Background: an optimization exercise with open tools, aiming at a short achievable clock period and few clock cycles. Do not read the settings as production practice. Only simulation tests tie the RTL to the original design; equivalence was not proved. Power figures rest on the tool's default switching activity, not on a simulated workload.

===== config.mk =====
export PLATFORM = sky130hd
export DESIGN_NAME = custom_cpu
export DESIGN_NICKNAME = custom_cpu
export VERILOG_FILES = /design/flow/design.v
export SDC_FILE = /design/flow/constraint.sdc
export NUM_CORES = 4
export LEC_CHECK = 0
export CAP_MARGIN = 20
export CORE_MARGIN = 2
export CORE_UTILIZATION = 40
export SLEW_MARGIN = 20

===== constraint.sdc =====
create_clock -name core_clock -period 13.0 [get_ports {clk}]
set_input_delay 2.6000 -clock core_clock [delete_from_list [all_inputs] [get_ports {clk}]]
set_output_delay 2.6000 -clock core_clock [all_outputs]
set_load 0.01 [all_outputs]

===== design.v =====
`timescale 10 ns / 1 ns
module alu(
	input [32 - 1:0] A,
	input [32 - 1:0] B,
	input [2:0] ALUop,
	output Overflow,
	output CarryOut,
	output Zero,
	output [32 - 1:0] Result
);
parameter AND  =3'b000;
parameter OR   =3'b001;
parameter ADD  =3'b010;
parameter SUB  =3'b110;
parameter SLT  =3'b111;
parameter SLTU =3'b011;
parameter XOR  =3'b100;
parameter NOR  =3'b101;
wire [32 - 1:0] and_res;
wire [32 - 1:0] or_res;
wire [32 - 1:0] add_sub_res;
wire [32 - 1:0] slt_res;
wire [32 - 1:0] xor_res;
wire [32 - 1:0] nor_res;
wire [32 - 1:0] sltu_res;
assign and_res =A&B;
assign or_res  =A|B;
assign xor_res =A^B;
assign nor_res =~or_res;
wire [32 - 1:0] add_r;
wire [32 - 1:0] a;
wire [32 - 1:0] b;
wire s;
wire carry;
assign a = A;
assign b = (ALUop ==ADD)? B : ~B;
assign s = (ALUop ==ADD)? 0 : 1;
assign {carry,add_r} = {1'b0,a} + {1'b0,b} + s;
assign add_sub_res = add_r; 
assign Overflow = ((a[31]==0 && b[31]==0 && add_r[31]==1) || (a[31]==1 && b[31]==1 && add_r[31]==0))?1:0;
assign CarryOut = carry ^ s;
assign slt_res  = add_r[31] ^ Overflow;
assign sltu_res = CarryOut;
assign Result = ({ 32{ ALUop == ADD  || ALUop == SUB} } & add_sub_res ) |
                ({ 32{ ALUop == AND  } } & and_res ) |
                ({ 32{ ALUop == OR   } } & or_res  ) |
                ({ 32{ ALUop == XOR  } } & xor_res ) |
                ({ 32{ ALUop == NOR  } } & nor_res ) |
                ({ 32{ ALUop == SLT  } } & slt_res ) |
                ({ 32{ ALUop == SLTU } } & sltu_res) ;
assign Zero = Result? 0 : 1;
endmodule
`timescale 10 ns / 1 ns
module shifter (
	input [32 - 1:0] A,
	input [32 - 1:0] B,
	input [1:0] Shiftop,
	output [32 - 1:0] Result
);
parameter sll = 2'b00;
parameter srl = 2'b10;
parameter sra = 2'b11;
wire [32 - 1:0] sra_res;
assign sra_res = $signed(A) >>> B[4:0];
assign Result = ({ 32{ Shiftop == sll } } & (A<<B[4:0]) ) |
                ({ 32{ Shiftop == srl } } & (A>>B[4:0]) ) |
                ({ 32{ Shiftop == sra } } & sra_res );
endmodule
`timescale 10 ns / 1 ns
module reg_file(
	input clk,
	input rst,
	input [5 - 1:0] waddr,
	input [5 - 1:0] raddr1,
	input [5 - 1:0] raddr2,
	input wen,
	input [32 - 1:0] wdata,
	output [32 - 1:0] rdata1,
	output [32 - 1:0] rdata2
);
    reg [31:0] r [31:0];
    always @ (posedge clk) begin
        if (rst) begin
            r[0] <= 32'b0;
            r[1] <= 32'b0;
            r[2] <= 32'b0;
            r[3] <= 32'b0;
            r[4] <= 32'b0;
            r[5] <= 32'b0;
            r[6] <= 32'b0;
            r[7] <= 32'b0;
            r[8] <= 32'b0;
            r[9] <= 32'b0;
            r[10] <= 32'b0;
            r[11] <= 32'b0;
            r[12] <= 32'b0;
            r[13] <= 32'b0;
            r[14] <= 32'b0;
            r[15] <= 32'b0;
            r[16] <= 32'b0;
            r[17] <= 32'b0;
            r[18] <= 32'b0;
            r[19] <= 32'b0;
            r[20] <= 32'b0;
            r[21] <= 32'b0;
            r[22] <= 32'b0;
            r[23] <= 32'b0;
            r[24] <= 32'b0;
            r[25] <= 32'b0;
            r[26] <= 32'b0;
            r[27] <= 32'b0;
            r[28] <= 32'b0;
            r[29] <= 32'b0;
            r[30] <= 32'b0;
            r[31] <= 32'b0;
        end
        else if (wen && !rst && (waddr != 5'b0)) begin
            r[waddr] <= wdata;
        end
        else begin
            r[waddr] <= r[waddr];
        end
    end
    assign rdata1 = (raddr1 == 5'b0)?32'b0:r[raddr1];
    assign rdata2 = (raddr2 == 5'b0)?32'b0:r[raddr2];
endmodule
`timescale 10ns / 1ns
module custom_cpu(
	input  rst,
	input  clk,
	output [31:0] PC,
	output Inst_Req_Valid,
	input Inst_Req_Ready,
	input  [31:0] Instruction,
	input Inst_Valid,
	output Inst_Ready,
	output [31:0] Address,
	output MemWrite,
	output [31:0] Write_data,
	output [3:0] Write_strb,
	output MemRead,
	input Mem_Req_Ready,
	input  [31:0] Read_data,
	input Read_data_Valid,
	output Read_data_Ready, 
    output [31:0]	cpu_perf_cnt_0,
    output [31:0]	cpu_perf_cnt_1,
    output [31:0]	cpu_perf_cnt_2,
    output [31:0]	cpu_perf_cnt_3,
    output [31:0]	cpu_perf_cnt_4,
    output [31:0]	cpu_perf_cnt_5,
    output [31:0]	cpu_perf_cnt_6,
    output [31:0]	cpu_perf_cnt_7,
    output [31:0]	cpu_perf_cnt_8,
    output [31:0]	cpu_perf_cnt_9,
    output [31:0]	cpu_perf_cnt_10,
    output [31:0]	cpu_perf_cnt_11,
    output [31:0]	cpu_perf_cnt_12,
    output [31:0]	cpu_perf_cnt_13,
    output [31:0]	cpu_perf_cnt_14,
    output [31:0]	cpu_perf_cnt_15
);
	wire			RF_wen;
	wire [4:0]		RF_waddr;
	wire [31:0]		RF_wdata;
  wire [31:0] RF_rdata1;
  wire [31:0] RF_rdata2;
  wire [31:0] alu_A;
  wire [31:0] alu_B;
  wire [31:0] alu_result;
  wire [3:0]  aluop;
  wire zero;
wire [6:0] opcode;
wire [4:0] rd;
wire [2:0] funct3;
wire [4:0] rs1;
wire [4:0] rs2;
wire [6:0] funct7;
wire lui;
wire auipc;
wire jal;
wire B_Type;  
wire jalr;
wire I_Type;  
wire Store;   
wire Load;    
wire R_Type;  
wire R_C;     
wire R_S;     
wire Shift;   
wire U_Type;  
wire I_C;     
wire I_S;     
wire B1;
wire B2;
wire B_c1;
wire B_c2;
wire [31:0] extend;
wire [31:0] lb_data;
wire [31:0] lbu_data;
wire [31:0] lh_data;
wire [31:0] lhu_data;
wire [31:0] wdata_res;
wire sb;
wire sh;
wire [31:0] sb_data;
wire [31:0] sh_data;
wire [31:0] PC_4;
wire [31:0] PC_B;
wire [31:0] PC_jalr;
wire [31:0] PC_result;
wire [31:0] PC_next;
wire [31:0] shift_A;
wire [31:0] shift_B;
wire [1:0] shiftop;
wire [31:0] Shift_result;
reg [31:0] cycle_cnt;
always @(posedge clk) begin
       if(rst)
         cycle_cnt <=32'b0;
       else
         cycle_cnt <= cycle_cnt + 32'b1;
end
assign cpu_perf_cnt_0 = cycle_cnt;
assign cpu_perf_cnt_1 = 32'b0;
assign cpu_perf_cnt_2 = 32'b0;
assign cpu_perf_cnt_3 = 32'b0;
assign cpu_perf_cnt_4 = 32'b0;
assign cpu_perf_cnt_5 = 32'b0;
assign cpu_perf_cnt_6 = 32'b0;
assign cpu_perf_cnt_7 = 32'b0;
assign cpu_perf_cnt_8 = 32'b0;
assign cpu_perf_cnt_9 = 32'b0;
assign cpu_perf_cnt_10 = 32'b0;
assign cpu_perf_cnt_11 = 32'b0;
assign cpu_perf_cnt_12 = 32'b0;
assign cpu_perf_cnt_13 = 32'b0;
assign cpu_perf_cnt_14 = 32'b0;
assign cpu_perf_cnt_15 = 32'b0;
localparam IF  = 9'b000000001;
localparam IW  = 9'b000000010;
localparam ID  = 9'b000000100;
localparam EX  = 9'b000001000;
localparam LD  = 9'b000010000;
localparam ST  = 9'b000100000;
localparam WB  = 9'b001000000;
localparam RDW = 9'b010000000;
localparam RST = 9'b100000000;
reg [31:0] PC_r;
reg [31:0] Read_data_r;
reg [31:0] Instruction_r;
reg [8:0] current_state;
reg [8:0] next_state;
always @(posedge clk) begin
       if(rst)
          PC_r <=32'b0;
       else if (current_state == EX)
          PC_r <=PC_next;
       else
          PC_r <= PC_r;
end
reg [31:0] PC_hold;
always @(posedge clk) begin
       if (current_state == IF)
          PC_hold <= PC_r;
end
assign PC = (current_state == IF)?PC_r:PC_hold;
always @(posedge clk) begin
       if (current_state == IW && (Inst_Valid && Inst_Ready))
          Instruction_r <= Instruction;
       else
          Instruction_r <= Instruction_r;
end
always @(posedge clk) begin
       if (current_state == RDW && (Read_data_Valid && Read_data_Ready))
          Read_data_r <= Read_data;
       else
          Read_data_r <= Read_data_r;
end
always @ (posedge clk) begin
       if (rst) begin
           current_state <= RST;
       end
       else begin
           current_state <= next_state;
       end
end
always @ (*) begin
       case (current_state)
           RST:begin
              next_state = IF;
           end
           IF:begin
             if(Inst_Req_Ready)
                next_state = IW;
             else
                next_state = IF;
           end
           IW:begin
             if(Inst_Valid)
                next_state = ID;
             else
                next_state = IW;
           end
           ID:begin
                next_state = EX;
           end
           EX:begin
             if(B_Type)
                next_state = IF;
             else if(Store)
                next_state = ST;
             else if(Load)
                next_state = LD;
             else 
                next_state = WB;
           end
           LD:begin
             if(Mem_Req_Ready)
                next_state = RDW;
             else
                next_state = LD;
           end
           ST:begin
             if(Mem_Req_Ready)
                next_state = IF;
             else
                next_state = ST;
           end
           RDW:begin
             if(Read_data_Valid)
                next_state = WB;
             else
                next_state = RDW;
           end
           WB:begin
              next_state = IF;
           end
           default:
              next_state = current_state;
       endcase
end
assign Inst_Ready     =((current_state == IW) || (current_state == RST))?1:0;
assign Inst_Req_Valid =(current_state == IF)?1:0;
assign Read_data_Ready=((current_state == RDW) || (current_state == RST))?1:0;
assign MemRead        =(current_state == LD)?1:0;
assign MemWrite       =(current_state == ST)?1:0;
assign opcode = Instruction_r [6:0];
assign rd     = Instruction_r [11:7];
assign funct3 = Instruction_r [14:12];
assign rs1    = Instruction_r [19:15];
assign rs2    = Instruction_r [24:20];
assign funct7 = Instruction_r [31:25];
assign Address[31:0] = {alu_result [31:2],2'b0};
assign lui    = (opcode == 7'b0110111)?1:0;
assign auipc  = (opcode == 7'b0010111)?1:0;
assign jal    = (opcode == 7'b1101111)?1:0;
assign B_Type = (opcode == 7'b1100011)?1:0;
assign jalr   = (opcode == 7'b1100111)?1:0;
assign I_Type = (opcode == 7'b0010011)?1:0;
assign Store  = (opcode == 7'b0100011)?1:0;
assign Load   = (opcode == 7'b0000011)?1:0;
assign R_Type = (opcode == 7'b0110011)?1:0;
assign R_S    = R_Type && (funct3[0] && !funct3[1]);
assign R_C    = R_Type && !R_S;
assign U_Type = lui || auipc;
assign I_S    = I_Type && (funct3[0] && !funct3[1]);
assign I_C    = I_Type && !I_S;
assign Shift  = R_S || I_S;
assign extend = jal?{{12{Instruction_r[31]}},Instruction_r[19:12],Instruction_r[20],Instruction_r[30:21],1'b0}:
                (jalr|I_C|Load)?{{20{Instruction_r[31]}},Instruction_r[31:20]}:
                B_Type?{{20{Instruction_r[31]}},Instruction_r[7],Instruction_r[30:25],Instruction_r[11:8],1'b0}:
                Store?{{20{Instruction_r[31]}},Instruction_r[31:25],Instruction_r[11:7]}:
                {Instruction_r [31:12],12'b0}; 
assign B1 = (B_Type && (funct3[2] == 0))?1:0;
assign B2 = (B_Type && (funct3[2] == 1))?1:0;
assign B_c1 = B1? funct3[0]^zero:0;
assign B_c2 = B2? funct3[0]^alu_result:0;
assign lb_data = (Load&alu_result[1]&&alu_result[0])?{{24{Read_data_r[31]}},Read_data_r[31:24]}:
                 (Load&alu_result[1]&&!alu_result[0])?{{24{Read_data_r[23]}},Read_data_r[23:16]}:
                 (Load&!alu_result[1]&&alu_result[0])?{{24{Read_data_r[15]}},Read_data_r[15:8]}:
                 {{24{Read_data_r[7]}},Read_data_r[7:0]};
assign lbu_data = (Load&alu_result[1]&&alu_result[0])?{24'b0,Read_data_r[31:24]}:
                 (Load&alu_result[1]&&!alu_result[0])?{24'b0,Read_data_r[23:16]}:
                 (Load&!alu_result[1]&&alu_result[0])?{24'b0,Read_data_r[15:8]}:
                 {24'b0,Read_data_r[7:0]};
assign lh_data = (Load&&!alu_result[1]&&!alu_result[0])?{{16{Read_data_r[15]}},Read_data_r[15:0]}:{{16{Read_data_r[31]}},Read_data_r[31:16]};
assign lhu_data = (Load&&!alu_result[1]&&!alu_result[0])?{16'b0,Read_data_r[15:0]}:{16'b0,Read_data_r[31:16]};
assign wdata_res = (Load&(funct3[2:0]==3'b000))?lb_data:
                   (Load&(funct3[2:0]==3'b100))?lbu_data:
		   (Load&(funct3[2:0]==3'b001))?lh_data:
                   (Load&(funct3[2:0]==3'b101))?lhu_data: 
                   Read_data_r[31:0];
assign sb  = (Store & (funct3[2:0]==3'b000))?1:0;
assign sh  = (Store & (funct3[2:0]==3'b001))?1:0;
assign sb_data =  (Store &(!alu_result[1]&&!alu_result[0]))?{24'b0,RF_rdata2[7:0]}:
                  (Store &(!alu_result[1]&& alu_result[0]))?{16'b0,RF_rdata2[7:0], 8'b0}:
                  (Store &( alu_result[1]&&!alu_result[0]))?{ 8'b0,RF_rdata2[7:0],16'b0}:
                  (Store &( alu_result[1]&& alu_result[0]))?{RF_rdata2[7:0],24'b0}:0;
assign sh_data = (Store &( alu_result[1]))?{RF_rdata2[15:0],16'b0}:
                 (Store &(!alu_result[1]))?{16'b0,RF_rdata2[15:0]}:0;
assign Write_data = sb?sb_data:sh?sh_data:RF_rdata2;
assign Write_strb[0]=Store?(sb?(!alu_result[1]&&!alu_result[0]):
                     sh?(!alu_result[1]):
                     1):0;
assign Write_strb[1]=Store?(sb?(!alu_result[1]&& alu_result[0]):
                     sh?(!alu_result[1]):
                     1):0;
assign Write_strb[2]=Store?(sb?( alu_result[1]&&!alu_result[0]):
                     sh?( alu_result[1]):
                     1):0;
assign Write_strb[3]=Store?(sb?( alu_result[1]& alu_result[0]):
                     sh?( alu_result[1]):
                     1):0;
assign RF_wen = (current_state==WB)?1:0;
assign RF_waddr = rd;                       
assign RF_wdata = Load? wdata_res:
                  lui?  extend:
                  auipc?PC_B:
                  jal|jalr?PC+4:
                  Shift?Shift_result:
                  alu_result;
reg_file RF(
.clk(clk), 
.rst(rst), 
.waddr(RF_waddr), 
.raddr1(rs1), 
.raddr2(rs2), 
.wen(RF_wen), 
.wdata(RF_wdata),
.rdata1(RF_rdata1), 
.rdata2(RF_rdata2)
);
localparam AND  =3'b000;
localparam OR   =3'b001;
localparam ADD  =3'b010;
localparam SUB  =3'b110;
localparam SLT  =3'b111;
localparam SLTU =3'b011;
localparam XOR  =3'b100;
localparam NOR  =3'b101;
assign alu_A = jal?PC_r:RF_rdata1;
assign alu_B = B_Type|R_C?RF_rdata2:extend;
wire [2:0]  aluop_RI;
assign aluop_RI = ((R_C||I_C)&&(funct3[2:0]==3'b100))?XOR:
                  ((R_C||I_C)&&(funct3[2:0]==3'b110))? OR:
                  ((R_C||I_C)&&(funct3[2:0]==3'b111))?AND:             
                  ((R_C||I_C)&&(funct3[2:0]==3'b010))?SLT:
                  ((R_C||I_C)&&(funct3[2:0]==3'b011))?SLTU:
                  (R_C&&(funct3[2:0]==3'b000)&&funct7[5])?SUB:
                  ADD;
assign aluop = B1?SUB:
               (B2&&(!funct3[1]))?SLT:
               (B2&&funct3[1])?SLTU:
               R_C||I_C?aluop_RI:
               ADD;
alu ALU(
.A(alu_A), 
.B(alu_B), 
.ALUop(aluop), 
.Overflow(), 
.CarryOut(), 
.Zero(zero), 
.Result(alu_result)
);
assign PC_4 = PC_r + 4;
assign PC_B = PC+extend;
assign PC_jalr = alu_result & 32'hfffffffe; 
assign PC_next = (jal|B_c1|B_c2)?PC_B:
                 jalr?PC_jalr:
		 PC_4;
assign shift_A = RF_rdata1;
assign shift_B = I_S?{27'b0,rs2[4:0]}:RF_rdata2;
assign shiftop = funct3[2]?{funct3[0],funct7[5]}:{funct3[2:1]};
shifter Shifter(
.A(shift_A), 
.B(shift_B), 
.Shiftop(shiftop),
.Result(Shift_result)
);
endmodule

===== run.sh =====
#!/bin/bash
# synth_recipe.tcl (not shown) runs the flow's synth.tcl, then flattens the netlist and writes it again
# the make line also repeats each setting of config.mk as NAME=value (left out here)
make -C /OpenROAD-flow-scripts/flow DESIGN_CONFIG=/design/flow/config.mk WORK_HOME=/design/flow/orfs CLKGATE_MAP_FILE= SYNTH_SCRIPT=/design/flow/synth_recipe.tcl finish

==> flow_summary.ini <==
[finish]
final_cell_count_no_fill = 9493
layout-drive-gt1-share_pct = 18.0
layout_common_cells = 1274 x nor2_1, 1088 x edfxtp_1, 629 x mux4_2
area_growth_pct = 10.2
layout_commonest_cell = nor2_1
nFillCells = 17600
nets = 7053
seq_area_um2 = 35000
multi_input_area_um2 = 38300

[placed_design]
dp.cells = 9236
port_buffers = 204
gp_congestion = 1.03
dpl.hpwl_um = 222000

[cts]
clkLatencyLatePin_ns = 0.84
cts_buffer_depth = 3
cts_sinks = 1203
htreeDepth = 4
tritoncts = done
clkTransAtPathRegs_ns = 0.06
cts_setup_buffers = 0
hold_buffers = 0
cts_resized = 0
root_buffer = clkbuf_16
cts_buffers = 136

[critical_path]
endpoint_kind = output pin
crit_required_ns = 10.40
path_class = reg -> out
cpPeakStageDelay_ns = 1.19
crit_arrival_ns = 9.62
worstPathCellList = nand4bb_1, o41ai_1, nor2_1, a21oi_1, a21oi_1, xor2_1, ha_1, and3_1, and2_1, a221o_1, a221o_1, a21oi_1, nand4_1, nor3b_1, o31ai_1, and2_1, buf_4, nor3_1, nand2b_1, o221ai_1, clkdlybuf4s50_1
cpMostUsedCell = a21oi_1
worstSetupStartpointType = register
cp_top_family = compound AO/OA/AOI/OAI gates
crit_buf_inv = 2
slowest_stage = o41ai_1
crit_fanout = 16

[drt]
via_per_inst = 6.27
first_pass_iters = 7
totalWireLength_um = 326000
wl_per_cell_um = 34.3
drtIter0Drc = 9144
route.detailed.drc = 0
ant_nets = 0
vias = 59500

[synthesis]
synth-async-reset-ratio_pct = 0
synth.area.top_cells = edfxtp_1 42%, mux4_2 18%, nor2_1 6.2%, buf_4 4.7%, mux2i_1 3.1%
yosysSeqAreaShare_pct = 45.2
yosysWarnings = 3
yosys.area.top_type = edfxtp_1
syn_area_per_cell_um2 = 11.3
synth_top_area_share_pct = 42.2
synth_cell_type_count = 94
synth-edff-count = 1088
netlist_area_um2 = 77400
synthFlopType = edfxtp_1
synth_cells = 6835
ys_ff_latch = 1203

[floorplanning]
dieWidth_um = 444
io_pins = 687
die-area_um2 = 197000
row_count = 161
die_y_um = 444
initial_core_util_pct = 40.2
core-area_um2 = 192000

[timing]
tightestPinTransition_ns = 1.27
setup_tns_ns = 0
fin_crit_sh_pct = 94.0
maxSlewViolCount = 0
grt_setup_unrepaired = false
setup_viol = 0
hold_viol = 0
fmax_mhz = 81.9
finClkSkew_ns = 0.0755
post-route-min-period_ns = 12.22
relSlewSlack_pct = 14.5

[power_and_ir_drop]
power_density_nw_per_um2 = 156
ir_drop_v = 0.000117
finalPower_w = 0.0133
leakagePower_nw = 31.7

[global_routing]
grt_pass1_vias = 56300
grt_use_total_pct = 32.3
grt.overflow.total = 0
antenna_found_initial = 17
grt_first_pass_wirelength_um = 447000
grt_max_degree = 80

[hold_path]
holdCritPathClass = reg -> reg

[job]
drv_cap = 0

[run_status]
outcome = timing/DRC/antenna clean
[per-layer routing]
metal	up-vias	share of wire, %	wire (um)	track usage (%)
met2	4563	44	145000	49.2
li1	24300	-	-	-
met3	990	12	40400	8.54
met5	-	0.024	77	0
met1	29700	34	111000	39.6
met4	14	9.1	29600	23.9
[cell families after synthesis]
family / Yosys count / synth area share (%)
AND/OR/NAND/NOR: 2360 / 12.9
other: 1 / 0.00485
multiplexers: 917 / 22.1
flip-flops: 1203 / 45.2
adder cells (fa/ha/maj): 132 / 2.15
AO/OA/AOI/OAI: 879 / 7.45
XOR/XNOR: 150 / 1.70
buffers and inverters: 1193 / 8.43
[area by class of cell]
cell class / count / share of cell area, %
multi-input cells: 4952 / 44.9
well taps: 2526 / 3.71
repair buffers: 424 / 4.61
clock inverters: 79 / 0.892
diodes: 7 / 0.0205
flip-flops and latches: 1203 / 41.1
clock buffers: 168 / 4.18
inverters: 134 / 0.593
[cell usage after synthesis (14+ instances only)]
master and instances:
xnor2_1 56, edfxtp_1 1088, mux4_2 629, nand2b_1 34
nand4_1 33, a21oi_1 223, nor3_1 59, ha_1 130
o211ai_1 37, dfxtp_1 115, and2_1 38, a31oi_1 35
a221o_1 14, nor2b_1 16, and3_1 57, or3_1 30
o21ai_0 200, o22a_1 16, a21o_1 47, inv_1 132
nand3_1 101, buf_1 76, o21a_1 20, nor2_1 1279
mux2i_1 238, clkbuf_1 357, o22ai_1 46, nand2_1 602
xor2_1 94, nor4_1 38, buf_2 131, mux2_2 49
buf_4 488, a211oi_1 46, o221ai_1 24
[path summary, 6_finish.rpt]
kind | start | end | slack (ns) | cells after the start
setup / recovery | Instruction_r[3] | Write_data[24] | 0.78 | 21
hold / removal | cycle_cnt[0] | cycle_cnt[0] | 0.46 | 1
setup reg to reg | Instruction_r[3] | PC_r[3] | 2.88 | 26
hold reg to reg | cycle_cnt[0] | cycle_cnt[0] | 0.46 | 1
[where the power goes]
group	switching (W)	internal, W	total [W]
sequential	0.000134	0.00434	0.00447
clock	0.00172	0.00210	0.00382
combinational	0.00339	0.00159	0.00498
[registers in the layout, indices dropped and copies added, names as in the netlist, named ones only]
| register | count |
|---|---|
| PC_r | 32 |
| PC_hold | 32 |
| Read_data_r | 32 |
| RF.r | 1024 |
| Instruction_r | 32 |
| current_state | 9 |
| cycle_cnt | 32 |
[through the flow]
stage / utilization, % / setup WS [ns] / hold WS [ns] / instance area, um^2
after global routing: 44.3 / 0.486 / 0.520 / 85200
after global placement: 42.0 / 2.07 / 0.440 / 80800
after floorplan: - / 3.21 / 0.457 / 79300
final: 44.3 / 0.784 / 0.461 / 85200
after detailed placement: 42.0 / 2.03 / 0.447 / 80800
after CTS: 44.3 / 1.13 / 0.464 / 85100
Testbench counts, summed over its fixed seeds: cycles 67,340.

static timing again, ports no longer ideal:
The results above use ideal ports. As a check the final layout listed here was re-extracted and re-timed, cells and wires unchanged.
Step 1 (the two cells are an assumption about what drives the block):
set clk [get_ports {clk}]
set_driving_cell -lib_cell sky130_fd_sc_hd__clkbuf_16 $clk
set_driving_cell -lib_cell sky130_fd_sc_hd__buf_2 [delete_from_list [all_inputs] $clk]
Step 2, shift: input delay + t, output delay - t, t = (earliest + latest rising clock arrival at the registers) / 2. This alone moves slack from input paths to output paths.
a / b / c = ideal / step 1 / step 2; a / b = the first two.
shift t [ns]: 0.883
slack for setup (ns): 0.784 / 0.706 / 1.589
worst setup path at the end: register to output
pins driven straight from the clock port: 1
After both steps setup and hold are still met in this run. For this run, drivers alone change the setup slack by -0.078 ns; drivers and shift together by +0.805 ns.
